What follows belongs to an exercise in optimizing a design on an open flow for small area, a short achievable clock period and few clock cycles per item; a production flow would make more cautious choices. Function was checked by simulation only, so behaviour that the tests miss may differ from the original. No run shown here takes its clock network from TritonCTS; it comes from the design's own scripts or RTL. The flow treats the clock pin as an ideal source. Dropping or thinning the clock tree relies on that and would not hold on a real chip.

===== flow/flow/run.sh =====
#!/bin/bash
set -euo pipefail
cd "$(dirname "$0")/.."
source flow/knobs.sh
bash standard.sh > flow_make.log 2>&1

===== flow/config.mk =====
export PLATFORM = sky130hd
export DESIGN_NAME = toplv_matmul
export DESIGN_NICKNAME = toplv_matmul
export VERILOG_FILES = /design/flow/design.v
export SDC_FILE = /design/flow/constraint.sdc
export NUM_CORES = 4
export LEC_CHECK = 0
export CAP_MARGIN = 20
export CORE_MARGIN = 2
export CORE_UTILIZATION = 60
export CTS_BUF_LIST = sky130_fd_sc_hd__clkbuf_8
export CTS_CLUSTER_DIAMETER = 60
export CTS_CLUSTER_SIZE = 18
export SLEW_MARGIN = 20
export SYNTH_HIERARCHICAL = 1
export SYNTH_MINIMUM_KEEP_SIZE = 0

===== flow/flow/manual_cts.tcl =====
# A clock tree of two levels of clock buffers or inverters (MANUAL_CTS_TOP,
# MANUAL_CTS_LEAF; two inverter levels give the true clock). The flip-flops
# are grouped into NLEAF clusters by k-means on their placed locations, each
# driven by a leaf cell at its centre; the leaf cells are grouped the same
# way into NTOP clusters, each driven by a top cell that the clock port
# drives. Every flip-flop is thus two cells from the port, and no register's
# clock is delayed more than the others' on purpose. Run as the CTS step's
# PRE hook; clock_tree_synthesis (and repair_clock_inverters, which would
# clone the leaf inverters) are then skipped.
set nleaf 14
set ntop 4
if { [info exists ::env(MANUAL_CTS_NLEAF)] } { set nleaf $::env(MANUAL_CTS_NLEAF) }
set ::mcts_block [ord::get_db_block]
set block $::mcts_block
set db [ord::get_db]
set clk_net [$block findNet clk]
set top_master [$db findMaster sky130_fd_sc_hd__clkbuf_16]
if { [info exists ::env(MANUAL_CTS_TOP)] } { set top_master [$db findMaster $::env(MANUAL_CTS_TOP)] }
set leaf_master [$db findMaster sky130_fd_sc_hd__clkbuf_8]
if { [info exists ::env(MANUAL_CTS_LEAF)] } { set leaf_master [$db findMaster $::env(MANUAL_CTS_LEAF)] }

# pts: list of {item x y}; returns {centres assignment}
proc mcts_kmeans { pts nk } {
  set n [llength $pts]
  set sorted [lsort -real -index 1 $pts]
  set cents {}
  for {set k 0} {$k < $nk} {incr k} {
    set s [lindex $sorted [expr {int(($k + 0.5) * $n / $nk)}]]
    lappend cents [list [lindex $s 1] [lindex $s 2]]
  }
  # balance: a cluster's distance grows with its size beyond n/nk
  set cap [expr {double($n) / $nk}]
  for {set iter 0} {$iter < 60} {incr iter} {
    set sumx [lrepeat $nk 0.0]; set sumy [lrepeat $nk 0.0]; set cnt [lrepeat $nk 0]
    set assign {}
    foreach s $pts {
      set best -1; set bd 1e30
      for {set k 0} {$k < $nk} {incr k} {
        set c [lindex $cents $k]
        set d [expr {abs([lindex $s 1] - [lindex $c 0]) + abs([lindex $s 2] - [lindex $c 1])}]
        set d [expr {$d * (1.0 + 0.5 * max(0.0, [lindex $cnt $k] - $cap) / $cap)}]
        if {$d < $bd} { set bd $d; set best $k }
      }
      lappend assign $best
      lset sumx $best [expr {[lindex $sumx $best] + [lindex $s 1]}]
      lset sumy $best [expr {[lindex $sumy $best] + [lindex $s 2]}]
      lset cnt $best [expr {[lindex $cnt $best] + 1}]
    }
    for {set k 0} {$k < $nk} {incr k} {
      if {[lindex $cnt $k] > 0} {
        lset cents $k [list [expr {[lindex $sumx $k] / [lindex $cnt $k]}] [expr {[lindex $sumy $k] / [lindex $cnt $k]}]]
      }
    }
  }
  return [list $cents $assign $cnt]
}

proc mcts_buffer { name master cx cy in_net } {

  set inst [odb::dbInst_create $::mcts_block $master $name]
  set w [$master getWidth]; set h [$master getHeight]
  $inst setLocation [expr {int($cx - $w / 2)}] [expr {int($cy - $h / 2)}]
  $inst setPlacementStatus PLACED
  set net [odb::dbNet_create $::mcts_block "${name}_net"]
  $net setSigType CLOCK
  [$inst findITerm A] connect $in_net
  foreach it [$inst getITerms] {
    if { [$it getIoType] eq "OUTPUT" && [[$it getMTerm] getSigType] eq "SIGNAL" } { $it connect $net }
  }
  return [list $inst $net]
}

set sinks {}
foreach it [$clk_net getITerms] {
  set inst [$it getInst]
  set loc [$inst getLocation]
  set m [$inst getMaster]
  lappend sinks [list $it [expr {[lindex $loc 0] + [$m getWidth] / 2.0}] [expr {[lindex $loc 1] + [$m getHeight] / 2.0}]]
}
puts "manual_cts: [llength $sinks] sinks, $nleaf leaf buffers, $ntop top buffers"
lassign [mcts_kmeans $sinks $nleaf] lcents lassign lcnt
set leaves {}
for {set k 0} {$k < $nleaf} {incr k} {
  lappend leaves [list $k {*}[lindex $lcents $k]]
}
lassign [mcts_kmeans $leaves $ntop] tcents tassign tcnt
for {set t 0} {$t < $ntop} {incr t} {
  lassign [mcts_buffer "clkbuf_top_$t" $top_master {*}[lindex $tcents $t] $clk_net] tinst tnet($t)
}
for {set k 0} {$k < $nleaf} {incr k} {
  set t [lindex $tassign $k]
  lassign [mcts_buffer "clkbuf_leaf_$k" $leaf_master {*}[lindex $lcents $k] $tnet($t)] linst lnet($k)
}
foreach s $sinks k $lassign {
  set it [lindex $s 0]
  $it disconnect
  $it connect $lnet($k)
}
puts "manual_cts: leaf sizes $lcnt, top sizes $tcnt"
proc clock_tree_synthesis { args } {
  puts "manual_cts: clock_tree_synthesis skipped; manual_cts.tcl built the clock tree"
}
proc repair_clock_inverters { args } {
  puts "manual_cts: repair_clock_inverters skipped; the tree's inverters are balanced as built"
}

===== flow/flow/knobs.sh =====
# settings for how the layout is made (see run.sh)
export SETUP_SLACK_MARGIN=7.5
export BUFFER_PORTS_ARGS="-buffer_cell sky130_fd_sc_hd__buf_2"
export PRE_CTS_TCL="$PWD/flow/manual_cts.tcl"
export MANUAL_CTS_NLEAF=18
export MANUAL_CTS_TOP=sky130_fd_sc_hd__clkinv_16
export MANUAL_CTS_LEAF=sky130_fd_sc_hd__clkinv_8

===== flow/design.v =====
module mac(input [7:0] a, input [9:1] t, input [3:0] s1, input [3:0] s2,
           input [3:0] s3, input clr,
           input [17:0] acc_s, input [17:0] acc_c,
           output [17:0] ns, output [17:0] nc);
  wire p0_0, p0_1, p0_2, p0_3, p0_4, p0_5, p0_6, p0_7, p0_8, p0_9, p1_0, p1_1, p1_2, p1_3, p1_4, p1_5, p1_6, p1_7, p1_8, p1_9, p2_0, p2_1, p2_2, p2_3, p2_4, p2_5, p2_6, p2_7, p2_8, p2_9, p3_0, p3_1, p3_2, p3_3, p3_4, p3_5, p3_6, p3_7, p3_8, p3_9, q0, q1, q2, q3, q4, q5, q6, q7, q8, q9, q10, q11, q12, q13, q14, q15, q16, q17, r0, r1, r2, r3, r4, r5, r6, r7, r8, r9, r10, r11, r12, r13, r14, r15, r16, r17, x1, y1, x2, y2, x3, y3, x4, y4, x5, y5, x6, y6, x7, y7, x8, y8, x9, y9, x10, y10, x11, y11, x12, y12, x13, y13, x14, y14, x15, y15, x16, y16, x17, y17, x18, y18, x19, y19, x20, y20, x21, y21, x22, y22, x23, y23, x24, y24, x25, y25, x26, y26, x27, y27, x28, y28, x29, y29, x30, y30, x31, y31, x32, y32, x33, y33, x34, y34, x35, y35, x36, y36, x37, y37, x38, y38, x39, y39, x40, y40, x41, y41, x42, y42, x43, y43, x44, y44, x45, y45, x46, y46, x47, y47, x48, y48;
  assign p0_0 = ~((s1[0] & a[0]) | (s3[0] & a[0]));
  assign p0_1 = ~((s1[0] & a[1]) | (s2[0] & a[0]) | (s3[0] & t[1]));
  assign p0_2 = ~((s1[0] & a[2]) | (s2[0] & a[1]) | (s3[0] & t[2]));
  assign p0_3 = ~((s1[0] & a[3]) | (s2[0] & a[2]) | (s3[0] & t[3]));
  assign p0_4 = ~((s1[0] & a[4]) | (s2[0] & a[3]) | (s3[0] & t[4]));
  assign p0_5 = ~((s1[0] & a[5]) | (s2[0] & a[4]) | (s3[0] & t[5]));
  assign p0_6 = ~((s1[0] & a[6]) | (s2[0] & a[5]) | (s3[0] & t[6]));
  assign p0_7 = ~((s1[0] & a[7]) | (s2[0] & a[6]) | (s3[0] & t[7]));
  assign p0_8 = ~((s2[0] & a[7]) | (s3[0] & t[8]));
  assign p0_9 = ~((s3[0] & t[9]));
  assign p1_0 = ~((s1[1] & a[0]) | (s3[1] & a[0]));
  assign p1_1 = ~((s1[1] & a[1]) | (s2[1] & a[0]) | (s3[1] & t[1]));
  assign p1_2 = ~((s1[1] & a[2]) | (s2[1] & a[1]) | (s3[1] & t[2]));
  assign p1_3 = ~((s1[1] & a[3]) | (s2[1] & a[2]) | (s3[1] & t[3]));
  assign p1_4 = ~((s1[1] & a[4]) | (s2[1] & a[3]) | (s3[1] & t[4]));
  assign p1_5 = ~((s1[1] & a[5]) | (s2[1] & a[4]) | (s3[1] & t[5]));
  assign p1_6 = ~((s1[1] & a[6]) | (s2[1] & a[5]) | (s3[1] & t[6]));
  assign p1_7 = ~((s1[1] & a[7]) | (s2[1] & a[6]) | (s3[1] & t[7]));
  assign p1_8 = ~((s2[1] & a[7]) | (s3[1] & t[8]));
  assign p1_9 = ~((s3[1] & t[9]));
  assign p2_0 = ~((s1[2] & a[0]) | (s3[2] & a[0]));
  assign p2_1 = ~((s1[2] & a[1]) | (s2[2] & a[0]) | (s3[2] & t[1]));
  assign p2_2 = ~((s1[2] & a[2]) | (s2[2] & a[1]) | (s3[2] & t[2]));
  assign p2_3 = ~((s1[2] & a[3]) | (s2[2] & a[2]) | (s3[2] & t[3]));
  assign p2_4 = ~((s1[2] & a[4]) | (s2[2] & a[3]) | (s3[2] & t[4]));
  assign p2_5 = ~((s1[2] & a[5]) | (s2[2] & a[4]) | (s3[2] & t[5]));
  assign p2_6 = ~((s1[2] & a[6]) | (s2[2] & a[5]) | (s3[2] & t[6]));
  assign p2_7 = ~((s1[2] & a[7]) | (s2[2] & a[6]) | (s3[2] & t[7]));
  assign p2_8 = ~((s2[2] & a[7]) | (s3[2] & t[8]));
  assign p2_9 = ~((s3[2] & t[9]));
  assign p3_0 = ~((s1[3] & a[0]) | (s3[3] & a[0]));
  assign p3_1 = ~((s1[3] & a[1]) | (s2[3] & a[0]) | (s3[3] & t[1]));
  assign p3_2 = ~((s1[3] & a[2]) | (s2[3] & a[1]) | (s3[3] & t[2]));
  assign p3_3 = ~((s1[3] & a[3]) | (s2[3] & a[2]) | (s3[3] & t[3]));
  assign p3_4 = ~((s1[3] & a[4]) | (s2[3] & a[3]) | (s3[3] & t[4]));
  assign p3_5 = ~((s1[3] & a[5]) | (s2[3] & a[4]) | (s3[3] & t[5]));
  assign p3_6 = ~((s1[3] & a[6]) | (s2[3] & a[5]) | (s3[3] & t[6]));
  assign p3_7 = ~((s1[3] & a[7]) | (s2[3] & a[6]) | (s3[3] & t[7]));
  assign p3_8 = ~((s2[3] & a[7]) | (s3[3] & t[8]));
  assign p3_9 = ~((s3[3] & t[9]));
  assign q0 = acc_s[0] | clr;
  assign q1 = acc_s[1] | clr;
  assign q2 = acc_s[2] | clr;
  assign q3 = acc_s[3] | clr;
  assign q4 = acc_s[4] | clr;
  assign q5 = acc_s[5] | clr;
  assign q6 = acc_s[6] | clr;
  assign q7 = acc_s[7] | clr;
  assign q8 = acc_s[8] | clr;
  assign q9 = acc_s[9] | clr;
  assign q10 = acc_s[10] | clr;
  assign q11 = acc_s[11] | clr;
  assign q12 = acc_s[12] | clr;
  assign q13 = acc_s[13] | clr;
  assign q14 = acc_s[14] | clr;
  assign q15 = acc_s[15] | clr;
  assign q16 = acc_s[16] | clr;
  assign q17 = acc_s[17] | clr;
  assign r0 = acc_c[0] | clr;
  assign r1 = acc_c[1] | clr;
  assign r2 = acc_c[2] | clr;
  assign r3 = acc_c[3] | clr;
  assign r4 = acc_c[4] | clr;
  assign r5 = acc_c[5] | clr;
  assign r6 = acc_c[6] | clr;
  assign r7 = acc_c[7] | clr;
  assign r8 = acc_c[8] | clr;
  assign r9 = acc_c[9] | clr;
  assign r10 = acc_c[10] | clr;
  assign r11 = acc_c[11] | clr;
  assign r12 = acc_c[12] | clr;
  assign r13 = acc_c[13] | clr;
  assign r14 = acc_c[14] | clr;
  assign r15 = acc_c[15] | clr;
  assign r16 = acc_c[16] | clr;
  assign r17 = acc_c[17] | clr;
  fa u1(.a(p0_4), .b(p1_2), .c(1'b1), .s(x1), .co(y1));
  fa u2(.a(p0_5), .b(p1_3), .c(p2_1), .s(x2), .co(y2));
  fa u3(.a(p0_6), .b(p1_4), .c(p2_2), .s(x3), .co(y3));
  fa u4(.a(p3_0), .b(q6), .c(1'b1), .s(x4), .co(y4));
  fa u5(.a(p0_7), .b(p1_5), .c(p2_3), .s(x5), .co(y5));
  fa u6(.a(p3_1), .b(q7), .c(r7), .s(x6), .co(y6));
  fa u7(.a(p0_8), .b(p1_6), .c(p2_4), .s(x7), .co(y7));
  fa u8(.a(p3_2), .b(q8), .c(r8), .s(x8), .co(y8));
  fa u9(.a(p0_9), .b(p1_7), .c(p2_5), .s(x9), .co(y9));
  fa u10(.a(p3_3), .b(q9), .c(r9), .s(x10), .co(y10));
  fa u11(.a(p1_8), .b(p2_6), .c(p3_4), .s(x11), .co(y11));
  fa u12(.a(q10), .b(r10), .c(1'b1), .s(x12), .co(y12));
  fa u13(.a(p1_9), .b(p2_7), .c(p3_5), .s(x13), .co(y13));
  fa u14(.a(q11), .b(r11), .c(1'b1), .s(x14), .co(y14));
  fa u15(.a(p2_8), .b(p3_6), .c(q12), .s(x15), .co(y15));
  fa u16(.a(p2_9), .b(p3_7), .c(1'b1), .s(x16), .co(y16));
  fa u17(.a(p0_2), .b(p1_0), .c(1'b1), .s(x17), .co(y17));
  fa u18(.a(p0_3), .b(p1_1), .c(q3), .s(x18), .co(y18));
  fa u19(.a(p2_0), .b(q4), .c(r4), .s(x19), .co(y19));
  fa u20(.a(q5), .b(r5), .c(y1), .s(x20), .co(y20));
  fa u21(.a(r6), .b(y2), .c(x4), .s(x21), .co(y21));
  fa u22(.a(y4), .b(y3), .c(x5), .s(x22), .co(y22));
  fa u23(.a(y5), .b(x7), .c(y6), .s(x23), .co(y23));
  fa u24(.a(y7), .b(x9), .c(y8), .s(x24), .co(y24));
  fa u25(.a(y9), .b(x12), .c(x11), .s(x25), .co(y25));
  fa u26(.a(y12), .b(y11), .c(x14), .s(x26), .co(y26));
  fa u27(.a(r12), .b(y14), .c(y13), .s(x27), .co(y27));
  fa u28(.a(q13), .b(r13), .c(x16), .s(x28), .co(y28));
  fa u29(.a(p3_8), .b(q14), .c(r14), .s(x29), .co(y29));
  fa u30(.a(p3_9), .b(q15), .c(1'b1), .s(x30), .co(y30));
  fa u31(.a(p0_0), .b(q0), .c(1'b1), .s(x31), .co(y31));
  fa u32(.a(p0_1), .b(q1), .c(r1), .s(x32), .co(y32));
  fa u33(.a(q2), .b(r2), .c(x17), .s(x33), .co(y33));
  fa u34(.a(r3), .b(y17), .c(x18), .s(x34), .co(y34));
  fa u35(.a(x1), .b(y18), .c(x19), .s(x35), .co(y35));
  fa u36(.a(x2), .b(y19), .c(x20), .s(x36), .co(y36));
  fa u37(.a(x3), .b(y20), .c(x21), .s(x37), .co(y37));
  fa u38(.a(x6), .b(y21), .c(x22), .s(x38), .co(y38));
  fa u39(.a(x8), .b(y22), .c(x23), .s(x39), .co(y39));
  fa u40(.a(x10), .b(y23), .c(x24), .s(x40), .co(y40));
  fa u41(.a(y10), .b(y24), .c(x25), .s(x41), .co(y41));
  fa u42(.a(x13), .b(y25), .c(x26), .s(x42), .co(y42));
  fa u43(.a(x15), .b(y26), .c(x27), .s(x43), .co(y43));
  fa u44(.a(y15), .b(x28), .c(y27), .s(x44), .co(y44));
  fa u45(.a(y16), .b(x29), .c(y28), .s(x45), .co(y45));
  fa u46(.a(r15), .b(x30), .c(y29), .s(x46), .co(y46));
  fa u47(.a(q16), .b(r16), .c(y30), .s(x47), .co(y47));
  fa u48(.a(q17), .b(r17), .c(1'b1), .s(x48), .co(y48));
  assign ns[0] = x31;
  assign nc[0] = r0;
  assign ns[1] = x32;
  assign nc[1] = y31;
  assign ns[2] = x33;
  assign nc[2] = y32;
  assign ns[3] = x34;
  assign nc[3] = y33;
  assign ns[4] = x35;
  assign nc[4] = y34;
  assign ns[5] = x36;
  assign nc[5] = y35;
  assign ns[6] = x37;
  assign nc[6] = y36;
  assign ns[7] = x38;
  assign nc[7] = y37;
  assign ns[8] = x39;
  assign nc[8] = y38;
  assign ns[9] = x40;
  assign nc[9] = y39;
  assign ns[10] = x41;
  assign nc[10] = y40;
  assign ns[11] = x42;
  assign nc[11] = y41;
  assign ns[12] = x43;
  assign nc[12] = y42;
  assign ns[13] = x44;
  assign nc[13] = y43;
  assign ns[14] = x45;
  assign nc[14] = y44;
  assign ns[15] = x46;
  assign nc[15] = y45;
  assign ns[16] = x47;
  assign nc[16] = y46;
  assign ns[17] = x48;
  assign nc[17] = y47;
endmodule
module fa(input a, input b, input c, output s, output co);
  assign s = a ^ b ^ c;
  assign co = (a & b) | (a & c) | (b & c);
endmodule
`timescale 1ns / 1ps
module toplv_matmul(input st, rst, clk, input [7:0] data_in,
                    output done, output [7:0] dataout);
  reg [2:0] h;
  reg [1:0] j, k;
  reg       run;       
  reg       armed;     
  always @(posedge clk or posedge rst) begin
    if (rst) begin
      h <= 3'd0; j <= 2'd0; k <= 2'd0;
      run <= 1'b0;
      armed <= 1'b0;
    end else if (run) begin
      if (h == 3'd5 && j == 2'd1 && k == 2'd1) begin
        run <= 1'b0;
      end
      if (k == 2'd2) begin
        k <= 2'd0;
        if (j == 2'd2) begin
          j <= 2'd0;
          h <= h + 3'd1;
        end else begin
          j <= j + 2'd1;
        end
      end else begin
        k <= k + 2'd1;
      end
    end else if (armed) begin
      if (!st) begin
        h <= 3'd0; j <= 2'd1; k <= 2'd0;
        run <= 1'b1;
        armed <= 1'b0;
      end
    end else if (st) begin
      armed <= 1'b1;
    end
  end
  reg [7:0] ra [0:8];
  reg [7:0] rb [0:8];
  wire early = (j == 2'd0) || (j == 2'd1 && k == 2'd0);
  wire lda = !run || h == 3'd0 || (h == 3'd1 && early);      
  wire ldb = !run || h <= 3'd1 || (h == 3'd2 && early);      
  integer q;
  always @(posedge clk) begin
    ra[0] <= lda ? data_in : ra[8];
    rb[0] <= ldb ? data_in : rb[8];
    for (q = 1; q < 9; q = q + 1) begin
      ra[q] <= ra[q-1];
      rb[q] <= rb[q-1];
    end
  end
  reg [4:0] pb;            
  reg [2:0] qa, qa_n;      
  always @(*) begin
    case ({j, k})
      4'd0: pb = 5'b00100;
      4'd1: pb = 5'b00010;
      4'd2: pb = 5'b00001;
      4'd4: pb = 5'b01000;
      4'd5: pb = 5'b00100;
      4'd6: pb = 5'b00010;
      4'd8: pb = 5'b10000;
      4'd9: pb = 5'b01000;
      4'd10: pb = 5'b00100;
      default: pb = 5'b00000;
    endcase
    case ({h, j, k})
      7'd0: qa_n = 3'b001;
      7'd1: qa_n = 3'b001;
      7'd2: qa_n = 3'b010;
      7'd4: qa_n = 3'b010;
      7'd5: qa_n = 3'b010;
      7'd6: qa_n = 3'b100;
      7'd8: qa_n = 3'b100;
      7'd9: qa_n = 3'b100;
      7'd10: qa_n = 3'b100;
      7'd16: qa_n = 3'b100;
      7'd17: qa_n = 3'b100;
      7'd18: qa_n = 3'b001;
      7'd20: qa_n = 3'b001;
      7'd21: qa_n = 3'b001;
      7'd22: qa_n = 3'b010;
      7'd24: qa_n = 3'b010;
      7'd25: qa_n = 3'b010;
      7'd26: qa_n = 3'b010;
      7'd32: qa_n = 3'b010;
      7'd33: qa_n = 3'b010;
      7'd34: qa_n = 3'b100;
      7'd36: qa_n = 3'b100;
      7'd37: qa_n = 3'b100;
      7'd38: qa_n = 3'b001;
      7'd40: qa_n = 3'b001;
      7'd41: qa_n = 3'b001;
      7'd42: qa_n = 3'b001;
      7'd48: qa_n = 3'b001;
      7'd49: qa_n = 3'b001;
      7'd50: qa_n = 3'b010;
      7'd52: qa_n = 3'b010;
      7'd53: qa_n = 3'b010;
      7'd54: qa_n = 3'b100;
      7'd56: qa_n = 3'b100;
      7'd57: qa_n = 3'b100;
      7'd58: qa_n = 3'b100;
      7'd64: qa_n = 3'b100;
      7'd65: qa_n = 3'b100;
      7'd66: qa_n = 3'b001;
      7'd68: qa_n = 3'b001;
      7'd69: qa_n = 3'b001;
      7'd70: qa_n = 3'b010;
      7'd72: qa_n = 3'b010;
      7'd73: qa_n = 3'b010;
      7'd74: qa_n = 3'b010;
      7'd80: qa_n = 3'b010;
      7'd81: qa_n = 3'b010;
      7'd82: qa_n = 3'b100;
      7'd84: qa_n = 3'b100;
      7'd85: qa_n = 3'b100;
      7'd86: qa_n = 3'b001;
      7'd88: qa_n = 3'b001;
      7'd89: qa_n = 3'b001;
      7'd90: qa_n = 3'b001;
      default: qa_n = 3'b000;
    endcase
  end
  always @(posedge clk) begin
    qa <= qa_n;
  end
  reg  [7:0]  opa;         
  reg  [9:1]  opt;         
  reg  [3:0]  s1, s2, s3;  
  reg         first;       
  reg         first_o;     
  reg  [17:0] acc_s;       
  reg  [17:0] acc_c;    
  reg  [17:0] outr;
  reg         done_r;
  wire [17:0] ns;
  wire [17:0] nc;
  wire [7:0] asel = ({8{qa[0]}} & ra[1]) | ({8{qa[1]}} & ra[4]) | ({8{qa[2]}} & ra[7]);
  wire [7:0] bsel = ({8{pb[0]}} & rb[0]) | ({8{pb[1]}} & rb[2]) | ({8{pb[2]}} & rb[4]) |
                    ({8{pb[3]}} & rb[6]) | ({8{pb[4]}} & rb[8]);
  wire [9:0] asel3 = {2'b0, asel} + {1'b0, asel, 1'b0};
  mac u_mac(.a(opa), .t(opt), .s1(s1), .s2(s2), .s3(s3), .clr(first), .acc_s(acc_s), .acc_c(acc_c),
            .ns(ns), .nc(nc));
  always @(posedge clk) begin
    opa <= asel;
    opt <= asel3[9:1];
    for (q = 0; q < 4; q = q + 1) begin
      s1[q] <= (bsel[2*q +: 2] == 2'd1);
      s2[q] <= (bsel[2*q +: 2] == 2'd2);
      s3[q] <= (bsel[2*q +: 2] == 2'd3);
    end
    first <= (k == 2'd0);
    first_o <= (k == 2'd0) && run;
    acc_s <= ns;
    acc_c <= nc;
    outr <= first_o ? (~(acc_s + {acc_c[17], acc_c[16], acc_c[15], acc_c[14], acc_c[13], acc_c[12], acc_c[11], acc_c[10], acc_c[9], acc_c[8], acc_c[7], acc_c[6], acc_c[5], acc_c[4], acc_c[3], acc_c[2], acc_c[1], acc_c[0]} + 18'd1)) : {8'd0, outr[17:8]};
    done_r <= run && h == 3'd2 && j == 2'd1 && k == 2'd0;      
  end
  assign done = done_r;
  assign dataout = outr[7:0];
endmodule

===== flow/standard.sh =====
#!/bin/bash
# synth_recipe.tcl (not shown) runs the flow's synth.tcl, then flattens the netlist and writes it again
# the make line also repeats each setting of config.mk as NAME=value (left out here)
make -C /OpenROAD-flow-scripts/flow DESIGN_CONFIG=/design/flow/config.mk WORK_HOME=/design/flow/orfs CLKGATE_MAP_FILE= SYNTH_SCRIPT=/design/flow/synth_recipe.tcl "${@:-finish}"

===== flow/constraint.sdc =====
create_clock -name core_clock -period 10.0 [get_ports {clk}]
set_input_delay 2.0000 -clock core_clock [delete_from_list [all_inputs] [get_ports {clk}]]
set_output_delay 2.0000 -clock core_clock [all_outputs]
set_load 0.01 [all_outputs]

==> results of run 1 <==
[metal layers]
metal,up-vias,GRT usage [%],wire [um]
li1,2644,-,-
met1,2677,28.6,7570
met2,196,38.7,8900
met3,43,2.15,845
met4,0,5.44,503
met5,-,0,0
[worst min path at each step]
stage / from / end / cells past startpoint
2_1_floorplan: ra[0][0]$_DFF_P_ / ra[1][0]$_DFF_P_ / 0
3_3_place_gp: ra[3][2]$_DFF_P_ / ra[4][2]$_DFF_P_ / 0
4_1_cts: rb[1][0]$_DFF_P_ / rb[2][0]$_DFF_P_ / 0
5_1_grt: ra[0][0]$_DFF_P_ / ra[1][0]$_DFF_P_ / 0
3_5_place_dp: ra[5][4]$_DFF_P_ / ra[6][4]$_DFF_P_ / 0
6_report: ra[0][0]$_DFF_P_ / ra[1][0]$_DFF_P_ / 0
[cell families after synthesis]
logic type                 count (synthesis)  synth area share [%]
AOI/OAI and AO/OA                        169                  14.3
other                                      1                0.0396
and+or+nand+nor                          143                  7.95
muxes                                     26                  3.02
DFF                                      242                  51.7
xor gates and xnor gates                  17                  1.57
adders and majority gates                 80                  14.6
buffers and inverters                    102                  6.84
[per-module statistics from Yosys (local to each module, per instance)]
module | copies in the design | cells
mac | 1 | 131
toplv_matmul | 1 | 601
fa | 48 | 1
[registers in the layout, summed over array words and instances, names as in the netlist]
register	count
ra	72
rb	72
acc_c	18
acc_s	18
outr	18
opt	9
opa	8
s1	4
s2	4
s3	4
h	3
qa	3
j	2
k	2
armed	1
done_r	1
first	1
first_o	1
run	1
[cell usage in the layout, fill, tap and decap left out, drive strengths merged, types with 11 or more instances in the layout]
cell	Yosys	layout
a22oi	15	15
dfxtp	233	233
o21a	11	11
buf	66	29
a222oi	43	43
mux2	20	20
clkinv	0	22
ha	30	30
o21ai	25	25
inv	23	23
nor2b	14	14
a21oi	26	26
fa	50	50
or2	38	38
xnor2	12	12
nand2	33	33
nor2	31	31
[metrics by stage]
step	area, um2	util, %	setup WS [ps]	instances
after floorplan	9510	-	7410	788
after global placement	9310	60.8	7170	939
after detailed placement	9310	60.8	7140	939
after CTS	9900	64.6	7270	966
after global routing	10100	65.7	7380	971
final	10100	65.7	7410	971
[synth_stat cells, drive strengths merged, types with 5 or more instances]
library cell,count
a21o,9
a21oi,26
a222oi,43
a22o,8
a22oi,15
buf,66
clkbuf,13
dfrtp,9
dfxtp,233
fa,50
ha,30
inv,23
mux2,20
mux2i,6
nand2,33
nand2b,8
nand3,6
nor2,31
nor2b,14
o21a,11
o21ai,25
or2,38
xnor2,12
xor2,5
[layout make-up]
| type | count | share of cell area [%] |
|---|---|---|
| inverter | 45 | 5.09 |
| multi-input combinational | 444 | 40.6 |
| sequential | 242 | 48.9 |
| tap | 211 | 2.63 |
| timing repair buffer | 29 | 2.75 |
[timing repair]
action                                  CTS  global route
resized for setup                        38            38
endpoints found under the setup margin   42            34
buffers inserted                          5             5
pin swaps                                 7            15
cloned                                    0             0
==> impl_metrics.yaml, run 1 <==
run_status:
  status: "timing/DRC/antenna clean"
cells_and_area:
  fillerInstances: 1167
  area_growth_pct: 6.34
  regArea_um2: 4920
  multi_input_area_um2: 4080
  diodes: 0
  drive_above_1_share_pct: 16.6
  nets: 853
floorplan:
  rows: 45
  core_area_um2: 15300
  die_x_um: 130
  start_util_pct: 61.8
  die-area_um2: 16800
  die_height_um: 130
  pin_count: 20
worst_setup_path:
  reg2reg_from: "opa[3]$_DFF_P_"
  reg2reg_depth: 4
  critPathCaptureType: "output port"
  cp_data_arrival_time_ps: 590
  crit_slowest_cell: "dfxtp_2"
  cp_top_family: "flip-flops"
  slowest_delay_ps: 320
  startpoint_type: "register"
  crit_required_ps: 8000
  r2r_end: "acc_s[7]$_DFF_P_"
  path_buf_inv: 1
  path_cells: "buf_6"
  r2r_slack_ps: 7510
  setup.worst_path.start: "outr[5]$_DFF_P_"
  crit_end: "dataout[5]"
  cp.depth: 1
  path_max_fanout: 1
  worstSetupPathType: "reg -> out"
grt:
  grt_pass1_wl_mm: 29.0
  gr-usage-all-layers_pct: 21.7
  antenna_found_initial: 0
  grt_max_degree: 37
  grt_pass1_vias: 5511
  overflow: 0
place:
  io_buffers: 19
  place_congestion: 0.831
  hpwl_mm: 13.0
route:
  viasPerCell: 5.73
  drc: 0
  drt_iter0_markers: 550
  num_vias: 5560
  ant_nets: 0
  firstDrtPassIters: 7
  wl_per_cell_um: 18.4
  wirelength_mm: 17.8
clock_tree:
  hold_buffers: 0
  clk_pin_slew_ps: 60
  clock_latency_ps: 160
sta:
  min_period_ps: 2590
  timing.hold.ws_ps: 320
  finalCritPeriodShare_pct: 25.9
  setup_violations: 0
  skew_ps: 24.4
  worstMarginPinSlew_ps: 883
  final-max-slew-violation-count: 0
  fmax_mhz: 386
  hold_violations: 0
  rsz0062_at_grt: "yes"
  fin_tns_setup_ps: 0
  slew_headroom_pct: 41.0
min_path:
  worstHoldPathType: "reg -> reg"
synth:
  ys.flop_type: "dfxtp_1"
  avgSynthCellArea_um2: 12.1
  yosysTopAreaCell: "dfxtp_1"
  synth_cell_type_count: 71
  synth.area.top_cells: "dfxtp_1, fa_1, a222oi_1"
  syn_inst: 780
  ys_warn_count: 9
  synth_top_area_share_pct: 49.3
  synthesis.area_um2: 9460
  ys_seq_area_share_pct: 51.7
  async_flop_share_pct: 3.72
  synth-edff-count: 0
  ys_ff_latch: 242
job:
  drv_cap: 0
Testbench counts, summed over its fixed seeds: cycles 4,704, items 96.
==> run 2: changes to the inputs <==
==> flow/flow/knobs.sh (replaced) <==
# settings for how the layout is made (see run.sh)
export SETUP_SLACK_MARGIN=7.5
export BUFFER_PORTS_ARGS="-buffer_cell sky130_fd_sc_hd__buf_2"
export PRE_CTS_TCL="$PWD/flow/manual_cts.tcl"
export MANUAL_CTS_NLEAF=14
export MANUAL_CTS_TOP=sky130_fd_sc_hd__clkinv_16
export MANUAL_CTS_LEAF=sky130_fd_sc_hd__clkinv_8
==> impl_metrics.yaml, run 2 <==
worst_setup_path:
  crit_required_ps: 10020
  worstSetupPathType: "in -> reg"
  r2r_slack_ps: 7520
  cp_data_arrival_time_ps: 2620
  startpoint_type: "primary input"
  path_buf_inv: 2
  critPathCaptureType: "register"
  cp_top_family: "compound AO/OA/AOI/OAI gates"
  crit_slowest_cell: "a32o_1"
  slowest_delay_ps: 210
  path_max_fanout: 3
  path_cells: "buf_12, inv_12, a21oi_4, o21bai_4, a32o_1"
synth:
  ys_warn_count: 9
  ys_seq_area_share_pct: 51.7
  yosysTopAreaCell: "dfxtp_1"
  synth.area.mux_share_pct: 3.02
  synth.most_common_cell: "dfxtp_1"
  syn_inst: 780
  synth_cell_type_count: 71
  async_flop_share_pct: 3.72
  yosys.area_share.simple_pct: 7.95
  ys_ff_latch: 242
  synth_xor_area_share_pct: 1.57
  synthesis.area_um2: 9460
  synth_top_area_share_pct: 49.3
  ys_top_cells_by_count: "dfxtp_1, fa_1, buf_4"
  avgSynthCellArea_um2: 12.1
  synth-edff-count: 0
  yosys.area_share.adder_pct: 14.6
  synth_compound_area_share_pct: 14.3
  ys.flop_type: "dfxtp_1"
  synth_top_family_by_area: "adder cells"
  synth.area.top_cells: "dfxtp_1, fa_1, a222oi_1"
cells_and_area:
  drive_above_1_share_pct: 15.5
  final_common_cell: "dfxtp_1"
  area_growth_pct: 5.05
  fin_area_um2: 9940
  nets: 847
  final_cell_mix: "dfxtp_1, fa_1, a222oi_1, nand2_1"
  reg_top3: "ra x72, rb x72"
  fin_util_pct: 64.9
  diodes: 0
route:
  ant_nets: 0
  wirelength_mm: 17.7
  wl_per_cell_um: 18.3
  drt_iter0_markers: 487
  firstDrtPassIters: 8
  drc: 0
  num_vias: 5612
  viasPerCell: 5.82
sta:
  fmax_mhz: 385
  worstMarginPinSlew_ps: 887
  hold_violations: 0
  finalCritPeriodShare_pct: 25.9
  rsz0062_at_grt: "yes"
  timing.hold.ws_ps: 302
  skew_ps: 39.2
  slew_headroom_pct: 40.8
  min_period_ps: 2590
  fin_tns_setup_ps: 0
  setup_violations: 0
  final-max-slew-violation-count: 0
grt:
  overflow: 0
  grt_max_degree: 37
  grt_pass1_vias: 5499
  gr-usage-all-layers_pct: 21.7
  grt_pass1_wl_mm: 29.0
  antenna_found_initial: 0
run_status:
  status: "timing/DRC/antenna clean"
place:
  place_congestion: 0.831
  io_buffers: 19
  place_area_um2: 9310
  hpwl_mm: 13.0
floorplan:
  rows: 45
  die_x_um: 130
  pin_count: 20
  die_height_um: 130
  core_area_um2: 15300
  die-area_um2: 16800
  start_util_pct: 61.8
clock_tree:
  hold_buffers: 0
  clk_pin_slew_ps: 70
  clock_latency_ps: 160
job:
  drv_cap: 0
min_path:
  worstHoldPathType: "reg -> reg"
-- run 2: changes by cell type in the layout (fill, tap and decap cells not counted), sizes merged --
cell	previous run	this run
buf	29	27
clkinv	22	18
-- run 2: layout make-up --
class / count / area, um2
timing repair buffer: 27 / 241
multi-input combinational: 444 / 4070
tap: 211 / 264
sequential: 242 / 4920
inverter: 41 / 447
fill: 1179 / 5380
-- run 2: Yosys stat by module, one instance, submodules excluded --
module        copies in the design  flops+latches  cell area (um2)  cells inside
toplv_matmul                     1            242             7500           601
mac                              1              0             1000           131
fa                              48              0             20.0             1
-- run 2: worst paths after layout --
kind	from	endpoint	cells past startpoint
setup reg to reg	s1[3]$_DFF_P_	acc_s[13]$_DFF_P_	4
hold / removal	rb[7][2]$_DFF_P_	rb[8][2]$_DFF_P_	0
setup / recovery	st	h[1]$_DFFE_PP0P_	5
max in group asynchronous	rst	j[1]$_DFFE_PP0P_	2
min in group asynchronous	rst	armed$_DFFE_PP0N_	2
hold reg to reg	rb[7][2]$_DFF_P_	rb[8][2]$_DFF_P_	0
-- run 2: what timing repair did --
action                                  CTS  global route
pin swaps                                 7            16
buffers inserted                          5             3
endpoints found under the setup margin   41            32
gates resized for setup                  38            29
-- run 2: per-stage QoR --
step / worst slack [ps] / cells
detailed placement: 7140 / 939
global placement: 7170 / 939
CTS: 7270 / 962
floorplan: 7410 / 788
finish: 7410 / 965
global route: 7380 / 965
-- run 2: logic make-up after synthesis --
family	Yosys count
flops	242
compound gates	169
simple gates	143
buf+inv	102
fa+ha+maj	80
mux	26
xor+xnor	17
other cells	1
-- run 2: layer usage --
metal	up-vias	global-route usage [%]	share of wire, %
li1	2642	-	-
met1	2696	29.0	42
met2	225	38.2	50
met3	49	1.94	5.0
met4	0	5.76	3.4
met5	-	0	0
==> run 3: changes to the inputs <==
==> flow/flow/knobs.sh (replaced) <==
# settings for how the layout is made (see run.sh)
export SETUP_SLACK_MARGIN=7.0
export BUFFER_PORTS_ARGS="-buffer_cell sky130_fd_sc_hd__buf_2"
export PRE_CTS_TCL="$PWD/flow/manual_cts.tcl"
export MANUAL_CTS_NLEAF=14
export MANUAL_CTS_TOP=sky130_fd_sc_hd__clkinv_16
export MANUAL_CTS_LEAF=sky130_fd_sc_hd__clkinv_8
==> impl_metrics.yaml, run 3 <==
cells_and_area:
  fillerInstances: 1212
  fin_util_pct: 63.0
  layout.cells.non_filler: 958
  drive_above_1_share_pct: 8.97
  reg_top3: "ra x72, rb x72"
  fin_area_um2: 9640
  regArea_um2: 4890
  area_growth_pct: 1.94
  final_cell_mix: "dfxtp_1, fa_1, a222oi_1, nand2_1"
  final_common_cell: "dfxtp_1"
  multi_input_area_um2: 3950
  diodes: 0
  nets: 840
synth:
  yosysTopAreaCell: "dfxtp_1"
  ys.flop_type: "dfxtp_1"
  synth_top_family_by_area: "adder cells"
  synth.most_common_cell: "dfxtp_1"
  synth-edff-count: 0
  async_flop_share_pct: 3.72
  synth_top_area_share_pct: 49.3
  synthesis.area_um2: 9460
  yosys.area_share.adder_pct: 14.6
  synth_cell_type_count: 71
  synth_xor_area_share_pct: 1.57
  synth_compound_area_share_pct: 14.3
  synth.area.mux_share_pct: 3.02
  ys_seq_area_share_pct: 51.7
  avgSynthCellArea_um2: 12.1
  ys_warn_count: 9
  syn_inst: 780
  ys_top_cells_by_count: "dfxtp_1, fa_1, buf_4"
  yosys.area_share.simple_pct: 7.95
  synth.area.top_cells: "dfxtp_1, fa_1, a222oi_1"
  ys_ff_latch: 242
worst_setup_path:
  critPathCaptureType: "register"
  cp_data_arrival_time_ps: 2840
  path_max_fanout: 6
  worstSetupPathType: "in -> reg"
  crit_required_ps: 10080
  startpoint_type: "primary input"
route:
  firstDrtPassIters: 10
  drc: 0
  drt_iter0_markers: 541
  ant_nets: 0
  wirelength_mm: 17.3
  viasPerCell: 5.74
  wl_per_cell_um: 18.1
  num_vias: 5496
floorplan:
  pin_count: 20
  start_util_pct: 61.8
  die_x_um: 130
  core_area_um2: 15300
  die-area_um2: 16800
  rows: 45
  die_height_um: 130
sta:
  timing.hold.ws_ps: 307
  setup_violations: 0
  setup_slack_ps: 7240
  worstMarginPinSlew_ps: 874
  hold_violations: 0
  fmax_mhz: 362
  slew_headroom_pct: 41.7
  finalCritPeriodShare_pct: 27.6
  final-max-slew-violation-count: 0
  skew_ps: 43.1
  rsz0062_at_grt: "no"
  min_period_ps: 2760
  fin_tns_setup_ps: 0
place:
  io_buffers: 19
  pre_cts_ws_ps: 7060
  hpwl_mm: 12.9
  place_congestion: 0.838
  dp.cells: 940
  place_area_um2: 9290
min_path:
  worstHoldPathType: "reg -> reg"
clock_tree:
  clock_latency_ps: 180
  cts_setup_buffers: 0
  hold_buffers: 0
  ctsResizeCount: 0
  clk_pin_slew_ps: 80
grt:
  grt_max_degree: 37
  grt_pass1_vias: 5418
  antenna_found_initial: 0
  overflow: 0
  grt_pass1_wl_mm: 28.8
  gr-usage-all-layers_pct: 21.4
job:
  drv_cap: 0
run_status:
  status: "timing/DRC/antenna clean"
==> run 3: worst paths after layout <==
check	startpoint	endpoint	slack, ps	depth (start not counted)
setup / recovery	st	h[0]$_DFFE_PP0P_	7240	6
hold / removal	rb[5][5]$_DFF_P_	rb[6][5]$_DFF_P_	310	0
setup reg to reg	qa[1]$_DFF_P_	opt[8]$_DFF_P_	7330	8
hold reg to reg	rb[5][5]$_DFF_P_	rb[6][5]$_DFF_P_	310	0
max in group asynchronous	rst	h[0]$_DFFE_PP0P_	7960	2
min in group asynchronous	rst	armed$_DFFE_PP0N_	1790	2
==> run 3: cell families after synthesis <==
family          after synthesis
compound gates              169
xor+xnor                     17
fa+ha+maj                    80
buf+inv                     102
flops                       242
mux                          26
other cells                   1
simple gates                143
==> run 3: worst max-delay path: stages <==
cell and delay (ps):
buf_2 80, inv_1 50, a21oi_1 350, o21bai_1 200, nand2_1 80, o21ai_0 90
==> run 3: final cells by class <==
cell class,instances,area share [%]
flip-flops and latches,242,50.7
well taps,211,2.74
inverters,41,4.50
multi-input cells,444,41.0
repair buffers,20,1.06
==> run 3: metal layers <==
layer  vias to the layer above  GRT usage (%)  part of all wire [%]
li1                       2621              -                     -
met1                      2690           28.5                    43
met2                       154           38.7                    50
met3                        31           1.82                   4.0
met4                         0           4.36                   2.5
met5                         -              0                     0
==> run 3: per-module statistics from Yosys (local to each module, per instance) <==
module        cells  copies in the design  flip-flops and latches
mac             131                     1                       0
fa                1                    48                       0
toplv_matmul    601                     1                     242
==> run 4: changes to the inputs <==
==> flow/flow/knobs.sh (replaced) <==
# settings for how the layout is made (see run.sh)
export SETUP_SLACK_MARGIN=7.3
export BUFFER_PORTS_ARGS="-buffer_cell sky130_fd_sc_hd__buf_2"
export PRE_CTS_TCL="$PWD/flow/manual_cts.tcl"
export MANUAL_CTS_NLEAF=14
export MANUAL_CTS_TOP=sky130_fd_sc_hd__clkinv_16
export MANUAL_CTS_LEAF=sky130_fd_sc_hd__clkinv_8
==> impl_metrics.yaml, run 4 <==
run_status:
  status: "timing/DRC/antenna clean"
worst_setup_path:
  crit_slowest_cell: "dfxtp_1"
  cp_data_arrival_time_ps: 600
  path_cells: "buf_2"
  reg2reg_depth: 4
  r2r_slack_ps: 7410
  cp.depth: 1
  crit_required_ps: 8000
  critPathCaptureType: "output port"
  path_max_fanout: 1
  slowest_delay_ps: 300
  path_buf_inv: 1
  cp_top_family: "flip-flops"
  worstSetupPathType: "reg -> out"
  startpoint_type: "register"
place:
  hpwl_mm: 12.9
  pre_cts_ws_ps: 7060
  io_buffers: 19
  place_area_um2: 9290
  place_congestion: 0.838
  dp.cells: 940
synth:
  yosysTopAreaCell: "dfxtp_1"
  async_flop_share_pct: 3.72
  ys.flop_type: "dfxtp_1"
  synth.area.top_cells: "dfxtp_1, fa_1, a222oi_1"
  synthesis.area_um2: 9460
  ys_top_cells_by_count: "dfxtp_1, fa_1, buf_4"
  syn_inst: 780
  ys_ff_latch: 242
  avgSynthCellArea_um2: 12.1
  synth_cell_type_count: 71
  ys_seq_area_share_pct: 51.7
  synth.most_common_cell: "dfxtp_1"
  synth-edff-count: 0
  ys_warn_count: 9
  synth_top_area_share_pct: 49.3
floorplan:
  die_x_um: 130
  start_util_pct: 61.8
  die_height_um: 130
  rows: 45
  core_area_um2: 15300
  pin_count: 20
  die-area_um2: 16800
route:
  wl_met1_mm: 7.42
  drt_iter0_markers: 575
  wl_met3_um: 672
  drc: 0
  viasPerCell: 5.74
  wl_per_cell_um: 18.0
  firstDrtPassIters: 9
  wirelength_mm: 17.3
  num_vias: 5532
  wl_met2_mm: 8.82
  ant_nets: 0
  highest_layer: "met4"
grt:
  grt_max_degree: 37
  overflow: 0
  gr-usage-all-layers_pct: 21.5
  grt_pass1_wl_mm: 28.8
  antenna_found_initial: 0
  grt_pass1_vias: 5440
sta:
  worstMarginPinSlew_ps: 866
  min_period_ps: 2600
  fin_tns_setup_ps: 0
  setup_violations: 0
  rsz0062_at_grt: "no"
  skew_ps: 43.8
  fmax_mhz: 385
  finalCritPeriodShare_pct: 26.0
  hold_violations: 0
  final-max-slew-violation-count: 0
  setup_slack_ps: 7400
  slew_headroom_pct: 42.2
cells_and_area:
  drive_above_1_share_pct: 9.97
  layout.cells.non_filler: 963
  fillerInstances: 1200
  fin_area_um2: 9720
  final_cell_mix: "dfxtp_1, fa_1, a222oi_1, nand2_1"
  reg_top3: "ra x72, rb x72"
  nets: 845
  final_common_cell: "dfxtp_1"
  area_growth_pct: 2.74
  diodes: 0
job:
  drv_cap: 0
min_path:
  whs_path_depth: 0
  worstHoldPathType: "reg -> reg"
clock_tree:
  clk_pin_slew_ps: 80
  clock_latency_ps: 180
==> run 4: cell counts after synthesis <==
No cell type changed its count.
==> run 4: path summary, 6_finish.rpt <==
| kind | start | end |
|---|---|---|
| hold reg to reg | rb[5][5]$_DFF_P_ | rb[6][5]$_DFF_P_ |
| max in group asynchronous | rst | h[0]$_DFFE_PP0P_ |
| setup reg to reg | s1[3]$_DFF_P_ | acc_s[13]$_DFF_P_ |
| hold / removal | rb[5][5]$_DFF_P_ | rb[6][5]$_DFF_P_ |
| min in group asynchronous | rst | armed$_DFFE_PP0N_ |
| setup / recovery | outr[5]$_DFF_P_ | dataout[5] |
==> run 4: cell families (layout without fill, tap and decap cells) <==
group	Yosys count	in the layout	share of synthesized area (%)
other	1	9	0.0396
buffers and inverters	102	66	6.84
adders and majority gates	80	80	14.6
xor gates and xnor gates	17	17	1.57
DFF	242	242	51.7
AOI/OAI and AO/OA	169	169	14.3
muxes	26	26	3.02
and+or+nand+nor	143	143	7.95
==> run 4: layer usage <==
metal	vias up	global-route usage [%]
met5	-	0
met4	0	4.36
met3	27	1.82
met2	160	38.7
met1	2710	28.5
li1	2635	-
==> run 4: timing repair <==
item / CTS / global route
gates resized for setup: 6 / 1
hold buffers: 0 / 0
setup buffers: 1 / 4
pin swaps: 2 / 2
endpoints found under the hold margin: 0 / 0
endpoints found under the setup margin: 7 / 6
==> run 4: Yosys stat by module (local to each module, per instance) <==
module,cell area [um2],copies in the design
fa,20.0,48
mac,1000,1
toplv_matmul,7500,1
==> run 4: metrics by stage <==
step	hold WS, ps	utilization [%]
6_report	307	63.4
5_1_grt	324	63.4
4_1_cts	312	63.2
3_5_place_dp	312	60.7
3_3_place_gp	310	60.7
2_1_floorplan	310	-
==> run 4: final cells by class <==
| cell class | instances | area (um2) | area share (%) |
|---|---|---|---|
| flip-flops and latches | 242 | 4890 | 50.3 |
| multi-input cells | 444 | 3980 | 41.0 |
| inverters | 41 | 437 | 4.49 |
| well taps | 211 | 264 | 2.72 |
| repair buffers | 25 | 146 | 1.51 |
==> run 5: changes to the inputs <==
--- a/flow/flow/manual_cts.tcl
+++ b/flow/flow/manual_cts.tcl
@@ -19,7 +19,9 @@
 set leaf_master [$db findMaster sky130_fd_sc_hd__clkbuf_8]
 if { [info exists ::env(MANUAL_CTS_LEAF)] } { set leaf_master [$db findMaster $::env(MANUAL_CTS_LEAF)] }
 
-# pts: list of {item x y}; returns {centres assignment}
+# pts: list of {item x y}; returns {centres assignment counts}. k-means
+# with balanced clusters: each round assigns the closest point-centre pairs
+# first, at most ceil(n/nk) points to a centre.
 proc mcts_kmeans { pts nk } {
   set n [llength $pts]
   set sorted [lsort -real -index 1 $pts]
@@ -28,23 +30,32 @@
     set s [lindex $sorted [expr {int(($k + 0.5) * $n / $nk)}]]
     lappend cents [list [lindex $s 1] [lindex $s 2]]
   }
-  # balance: a cluster's distance grows with its size beyond n/nk
-  set cap [expr {double($n) / $nk}]
-  for {set iter 0} {$iter < 60} {incr iter} {
-    set sumx [lrepeat $nk 0.0]; set sumy [lrepeat $nk 0.0]; set cnt [lrepeat $nk 0]
-    set assign {}
+  set cap [expr {int(ceil(double($n) / $nk))}]
+  for {set iter 0} {$iter < 40} {incr iter} {
+    set pairs {}
+    set i 0
     foreach s $pts {
-      set best -1; set bd 1e30
       for {set k 0} {$k < $nk} {incr k} {
         set c [lindex $cents $k]
-        set d [expr {abs([lindex $s 1] - [lindex $c 0]) + abs([lindex $s 2] - [lindex $c 1])}]
-        set d [expr {$d * (1.0 + 0.5 * max(0.0, [lindex $cnt $k] - $cap) / $cap)}]
-        if {$d < $bd} { set bd $d; set best $k }
+        lappend pairs [list [expr {abs([lindex $s 1] - [lindex $c 0]) + abs([lindex $s 2] - [lindex $c 1])}] $i $k]
       }
-      lappend assign $best
-      lset sumx $best [expr {[lindex $sumx $best] + [lindex $s 1]}]
-      lset sumy $best [expr {[lindex $sumy $best] + [lindex $s 2]}]
-      lset cnt $best [expr {[lindex $cnt $best] + 1}]
+      incr i
+    }
+    set pairs [lsort -real -index 0 $pairs]
+    set assign [lrepeat $n -1]
+    set cnt [lrepeat $nk 0]
+    set left $n
+    foreach pr $pairs {
+      lassign $pr d i k
+      if {[lindex $assign $i] >= 0 || [lindex $cnt $k] >= $cap} continue
+      lset assign $i $k
+      lset cnt $k [expr {[lindex $cnt $k] + 1}]
+      if {[incr left -1] == 0} break
+    }
+    set sumx [lrepeat $nk 0.0]; set sumy [lrepeat $nk 0.0]
+    foreach s $pts k $assign {
+      lset sumx $k [expr {[lindex $sumx $k] + [lindex $s 1]}]
+      lset sumy $k [expr {[lindex $sumy $k] + [lindex $s 2]}]
     }
     for {set k 0} {$k < $nk} {incr k} {
       if {[lindex $cnt $k] > 0} {
--- a/flow/config.mk
+++ b/flow/config.mk
@@ -7,7 +7,7 @@
 export LEC_CHECK = 0
 export CAP_MARGIN = 20
 export CORE_MARGIN = 2
-export CORE_UTILIZATION = 60
+export CORE_UTILIZATION = 50
 export CTS_BUF_LIST = sky130_fd_sc_hd__clkbuf_8
 export CTS_CLUSTER_DIAMETER = 60
 export CTS_CLUSTER_SIZE = 18
==> impl_metrics.yaml, run 5 <==
min_path:
  whs_path_depth: 0
  hold_end: "rb[8][5]$_DFF_P_"
  worstHoldPathType: "reg -> reg"
  worstHoldStart: "rb[7][5]$_DFF_P_"
cells_and_area:
  drive_above_1_share_pct: 10.0
  diodes: 0
  fin_util_pct: 52.2
  area_growth_pct: 2.91
  multi_input_area_um2: 3980
  reg_top3: "ra x72, rb x72"
  final_common_cell: "dfxtp_1"
  fillerInstances: 1626
  final_cell_mix: "dfxtp_1, fa_1, a222oi_1, nand2_1"
  layout.cells.non_filler: 984
  regArea_um2: 4890
  nets: 843
synth:
  async_flop_share_pct: 3.72
  ys_seq_area_share_pct: 51.7
  synth.most_common_cell: "dfxtp_1"
  ys_top_cells_by_count: "dfxtp_1, fa_1, buf_4"
  ys_ff_latch: 242
  yosysTopAreaCell: "dfxtp_1"
  synthesis.area_um2: 9460
  ys.flop_type: "dfxtp_1"
  synth_compound_area_share_pct: 14.3
  avgSynthCellArea_um2: 12.1
  ys_warn_count: 9
  synth.area.top_cells: "dfxtp_1, fa_1, a222oi_1"
  synth_cell_type_count: 71
  synth-edff-count: 0
  syn_inst: 780
  synth.area.mux_share_pct: 3.02
  synth_top_family_by_area: "adder cells"
  yosys.area_share.adder_pct: 14.6
  yosys.area_share.simple_pct: 7.95
  synth_top_area_share_pct: 49.3
  synth_xor_area_share_pct: 1.57
worst_setup_path:
  crit_slowest_cell: "a32o_1"
  reg2reg_from: "qa[2]$_DFF_P_"
  r2r_end: "opt[9]$_DFF_P_"
  cp.depth: 5
  reg2reg_depth: 9
  setup.worst_path.start: "st"
  slowest_delay_ps: 240
  path_cells: "buf_6, inv_4, a21oi_4, o21bai_4, a32o_1"
  r2r_slack_ps: 7440
  cp_top_family: "compound AO/OA/AOI/OAI gates"
  cp_data_arrival_time_ps: 2630
  crit_required_ps: 10030
  path_buf_inv: 2
  worstSetupPathType: "in -> reg"
  startpoint_type: "primary input"
  path_max_fanout: 2
  critPathCaptureType: "register"
floorplan:
  die_height_um: 142
  die-area_um2: 20000
  rows: 50
  die_x_um: 142
  start_util_pct: 50.7
  pin_count: 20
  core_area_um2: 18600
sta:
  setup_violations: 0
  slew_headroom_pct: 40.1
  fin_tns_setup_ps: 0
  timing.hold.ws_ps: 322
  skew_ps: 22.6
  min_period_ps: 2590
  hold_violations: 0
  fmax_mhz: 386
  final-max-slew-violation-count: 0
  finalCritPeriodShare_pct: 25.9
  worstMarginPinSlew_ps: 897
  rsz0062_at_grt: "yes"
run_status:
  status: "timing/DRC/antenna clean"
route:
  wl_per_cell_um: 17.5
  drt_iter0_markers: 457
  wirelength_mm: 17.2
  ant_nets: 0
  drc: 0
  firstDrtPassIters: 8
  num_vias: 5407
  viasPerCell: 5.49
place:
  io_buffers: 19
  dp.cells: 963
  place_congestion: 0.921
  hpwl_mm: 12.6
grt:
  grt_pass1_wl_mm: 28.6
  antenna_found_initial: 0
  grt_max_degree: 37
  grt_pass1_vias: 5486
  overflow: 0
  gr-usage-all-layers_pct: 17.3
clock_tree:
  clk_pin_slew_ps: 70
  clock_latency_ps: 150
job:
  drv_cap: 0
[run 5: final cells by class]
type	instances	area share, %
Sequential cell	242	50.3
Multi-Input combinational cell	444	40.9
Inverter	41	4.49
Tap cell	234	3.01
Timing Repair Buffer	23	1.35
[run 5: stage by stage]
stage	cell area, um2	setup slack (ps)
3_3_place_gp	9320	7120
3_5_place_dp	9320	7080
2_1_floorplan	9490	7300
5_1_grt	9730	7260
6_report	9730	7410
4_1_cts	9720	7240
[run 5: kinds of logic after synthesis]
family	count (synthesis)
AOI/OAI and AO/OA	169
xor gates and xnor gates	17
adders and majority gates	80
buffers and inverters	102
DFF	242
muxes	26
other	1
and+or+nand+nor	143
[run 5: layer usage]
layer | vias up | global-route usage [%] | share of wire, %
met5 | - | 0 | 0
met4 | 0 | 3.53 | 2.1
met3 | 27 | 2.06 | 4.7
met2 | 141 | 29.3 | 47
met1 | 2618 | 24.2 | 46
li1 | 2621 | - | -
[run 5: worst max-delay path by stage]
stage,endpoint,slack (ps)
6_report,h[1]$_DFFE_PP0P_,7410
5_1_grt,opt[9]$_DFF_P_,7260
4_1_cts,h[1]$_DFFE_PP0P_,7240
3_5_place_dp,h[1]$_DFFE_PP0P_,7080
3_3_place_gp,h[0]$_DFFE_PP0P_,7120
2_1_floorplan,h[0]$_DFFE_PP0P_,7300
[run 5: repair_timing]
item | 4_1_cts | 5_1_grt
setup buffers | 2 | 1
endpoints found under the hold margin | 0 | 0
hold buffers | 0 | 0
setup endpoints to repair | 7 | 22
pin swaps | 2 | 1
resized for setup | 6 | 3
[run 5: per-module statistics from Yosys, one instance, submodules excluded]
module / copies in the design / area, um2 / cells inside
fa: 48 / 20.0 / 1
mac: 1 / 1000 / 131
toplv_matmul: 1 / 7500 / 601
==> run 6: changes to the inputs <==
--- a/flow/config.mk
+++ b/flow/config.mk
@@ -7,7 +7,7 @@
 export LEC_CHECK = 0
 export CAP_MARGIN = 20
 export CORE_MARGIN = 2
-export CORE_UTILIZATION = 50
+export CORE_UTILIZATION = 60
 export CTS_BUF_LIST = sky130_fd_sc_hd__clkbuf_8
 export CTS_CLUSTER_DIAMETER = 60
 export CTS_CLUSTER_SIZE = 18
==> impl_metrics.yaml, run 6 <==
clock_tree:
  hold_buffers: 0
  clk_pin_slew_ps: 70
  clock_latency_ps: 160
route:
  wirelength_mm: 17.7
  drt_iter0_markers: 584
  ant_nets: 0
  firstDrtPassIters: 12
  viasPerCell: 5.76
  drc: 0
  wl_per_cell_um: 18.4
  num_vias: 5546
worst_setup_path:
  slowest_delay_ps: 290
  r2r_slack_ps: 7480
  reg2reg_from: "s3[3]$_DFF_P_"
  crit_slowest_cell: "dfxtp_1"
  startpoint_type: "register"
  path_buf_inv: 1
  reg2reg_depth: 4
  path_cells: "buf_2"
  critPathCaptureType: "output port"
  r2r_end: "acc_s[13]$_DFF_P_"
  crit_required_ps: 8000
  cp_data_arrival_time_ps: 580
  path_max_fanout: 1
  worstSetupPathType: "reg -> out"
  cp_top_family: "flip-flops"
synth:
  avgSynthCellArea_um2: 12.1
  synth-edff-count: 0
  synth.most_common_cell: "dfxtp_1"
  synth_cell_type_count: 71
  syn_inst: 780
  synth_top_family_by_area: "adder cells"
  yosys.area_share.simple_pct: 7.95
  yosys.area_share.adder_pct: 14.6
  yosysTopAreaCell: "dfxtp_1"
  synth_top_area_share_pct: 49.3
  synthesis.area_um2: 9460
  ys.flop_type: "dfxtp_1"
  ys_ff_latch: 242
  ys_seq_area_share_pct: 51.7
  ys_warn_count: 9
  async_flop_share_pct: 3.72
  synth_compound_area_share_pct: 14.3
  synth_xor_area_share_pct: 1.57
  synth.area.mux_share_pct: 3.02
  ys_top_cells_by_count: "dfxtp_1, fa_1, buf_4"
  synth.area.top_cells: "dfxtp_1, fa_1, a222oi_1"
floorplan:
  pin_count: 20
  die-area_um2: 16800
  rows: 45
  core_area_um2: 15300
  die_height_um: 130
  die_x_um: 130
  start_util_pct: 61.8
sta:
  setup_violations: 0
  skew_ps: 24.5
  hold_violations: 0
  fin_tns_setup_ps: 0
  rsz0062_at_grt: "no"
  finalCritPeriodShare_pct: 25.8
  fmax_mhz: 388
  min_period_ps: 2580
  worstMarginPinSlew_ps: 874
  final-max-slew-violation-count: 0
  slew_headroom_pct: 41.6
min_path:
  worstHoldPathType: "reg -> reg"
  whs_path_depth: 0
  hold_end: "rb[2][6]$_DFF_P_"
  worstHoldStart: "rb[1][6]$_DFF_P_"
cells_and_area:
  diodes: 0
  fin_util_pct: 63.4
  nets: 845
  fillerInstances: 1202
  final_common_cell: "dfxtp_1"
  reg_top3: "ra x72, rb x72"
  final_cell_mix: "dfxtp_1, fa_1, a222oi_1, nand2_1"
  area_growth_pct: 2.74
  drive_above_1_share_pct: 9.97
  fin_area_um2: 9720
  layout.cells.non_filler: 963
job:
  drv_cap: 0
place:
  hpwl_mm: 12.9
  io_buffers: 19
  place_congestion: 0.838
  place_area_um2: 9290
  dp.cells: 940
grt:
  antenna_found_initial: 0
  grt_pass1_wl_mm: 28.9
  grt_max_degree: 37
  gr-usage-all-layers_pct: 21.6
  grt_pass1_vias: 5485
  overflow: 0
run_status:
  status: "timing/DRC/antenna clean"
[run 6: cell count changes in the layout (fill, tap and decap cells not counted)]
cell     delta
buf_4       +2
dfxtp_1     +2
dfxtp_2     -2
[run 6: layout make-up]
class,count,area (um2),area share [%]
Multi-Input combinational cell,444,3980,41.0
Inverter,41,437,4.49
Sequential cell,242,4890,50.3
Tap cell,211,264,2.72
Timing Repair Buffer,25,146,1.51
[run 6: modules after synthesis (local to each module, per instance)]
module | area, um2 | cells | flops+latches | copies in the design
toplv_matmul | 7500 | 601 | 242 | 1
fa | 20.0 | 1 | 0 | 48
mac | 1000 | 131 | 0 | 1
[run 6: layer usage]
| layer | routed length [um] | global-route usage (%) |
|---|---|---|
| met2 | 8830 | 38.7 |
| met5 | 0 | 0 |
| met1 | 7650 | 28.5 |
| met3 | 692 | 1.78 |
| met4 | 501 | 5.31 |
[run 6: timing repair]
action / in CTS / in global routing
resized for setup: 6 / 1
gates cloned: 0 / 0
buffers inserted: 1 / 4
endpoints found under the setup margin: 7 / 9
pin swaps: 2 / 3
hold endpoints to repair: 0 / 0
[run 6: metrics by stage]
stage	hold WS [ps]	worst slack, ps
6_report	308	7420
3_5_place_dp	312	7060
5_1_grt	326	7310
4_1_cts	312	7240
2_1_floorplan	310	7300
3_3_place_gp	310	7080
[run 6: how the worst max path moves through the flow]
stage                           startpoint                to  slack [ps]  cells after the start
after floorplan                         st  h[0]$_DFFE_PP0P_        7300                      5
after global placement                  st  h[0]$_DFFE_PP0P_        7080                      6
after detailed placement                st  h[0]$_DFFE_PP0P_        7060                      6
after CTS                               st  h[1]$_DFFE_PP0P_        7240                      5
after global routing      k[1]$_DFFE_PP0P_     qa[0]$_DFF_P_        7310                      5
final                       done_r$_DFF_P_              done        7420                      1
[run 6: kinds of logic (layout without fill, tap and decap cells)]
family,after synthesis,in the layout
fa+ha+maj,80,80
buf+inv,102,66
simple gates,143,143
other cells,1,9
flops,242,242
mux,26,26
compound gates,169,169
xor+xnor,17,17

==> separate check: timing with driven ports <==
Ports are ideal in the flow. The routed layouts listed here were re-timed in OpenROAD.
Step 1 assumes that a clkbuf_16 drives the clock port and a buf_2 every other input.
Step 2 times the ports against the registers' clock, not the clock port: input delays grow and output delays shrink by t, the midpoint of the rising clock arrivals with the driver on.
a / b / c = ideal / step 1 / step 2; a / b = the first two.
run	t, ns	slack for setup (ns)	hold WS [ns]	latest minus earliest clock arrival (ns)	cell pins on the clock port's net
run 1	0.360	7.412 / 7.199 / 7.225	0.320 / 0.321 / 0.321	0.025 / 0.029	4
run 2	0.356	7.406 / 7.221 / 7.215	0.302 / 0.303 / 0.303	0.051 / 0.056	4
run 3	0.361	7.239 / 7.190 / 7.066	0.307 / 0.308 / 0.308	0.044 / 0.051	4
run 4	0.360	7.401 / 7.190 / 7.250	0.307 / 0.308 / 0.308	0.044 / 0.052	4
run 5	0.354	7.406 / 7.222 / 7.232	0.322 / 0.323 / 0.323	0.023 / 0.026	4
run 6	0.365	7.420 / 7.200 / 7.246	0.308 / 0.304 / 0.304	0.026 / 0.029	4
After both steps setup and hold are still met in every run listed. The setup slack of run 2, which loses most, moves by -0.185 ns with the drivers and by -0.191 ns with both steps.
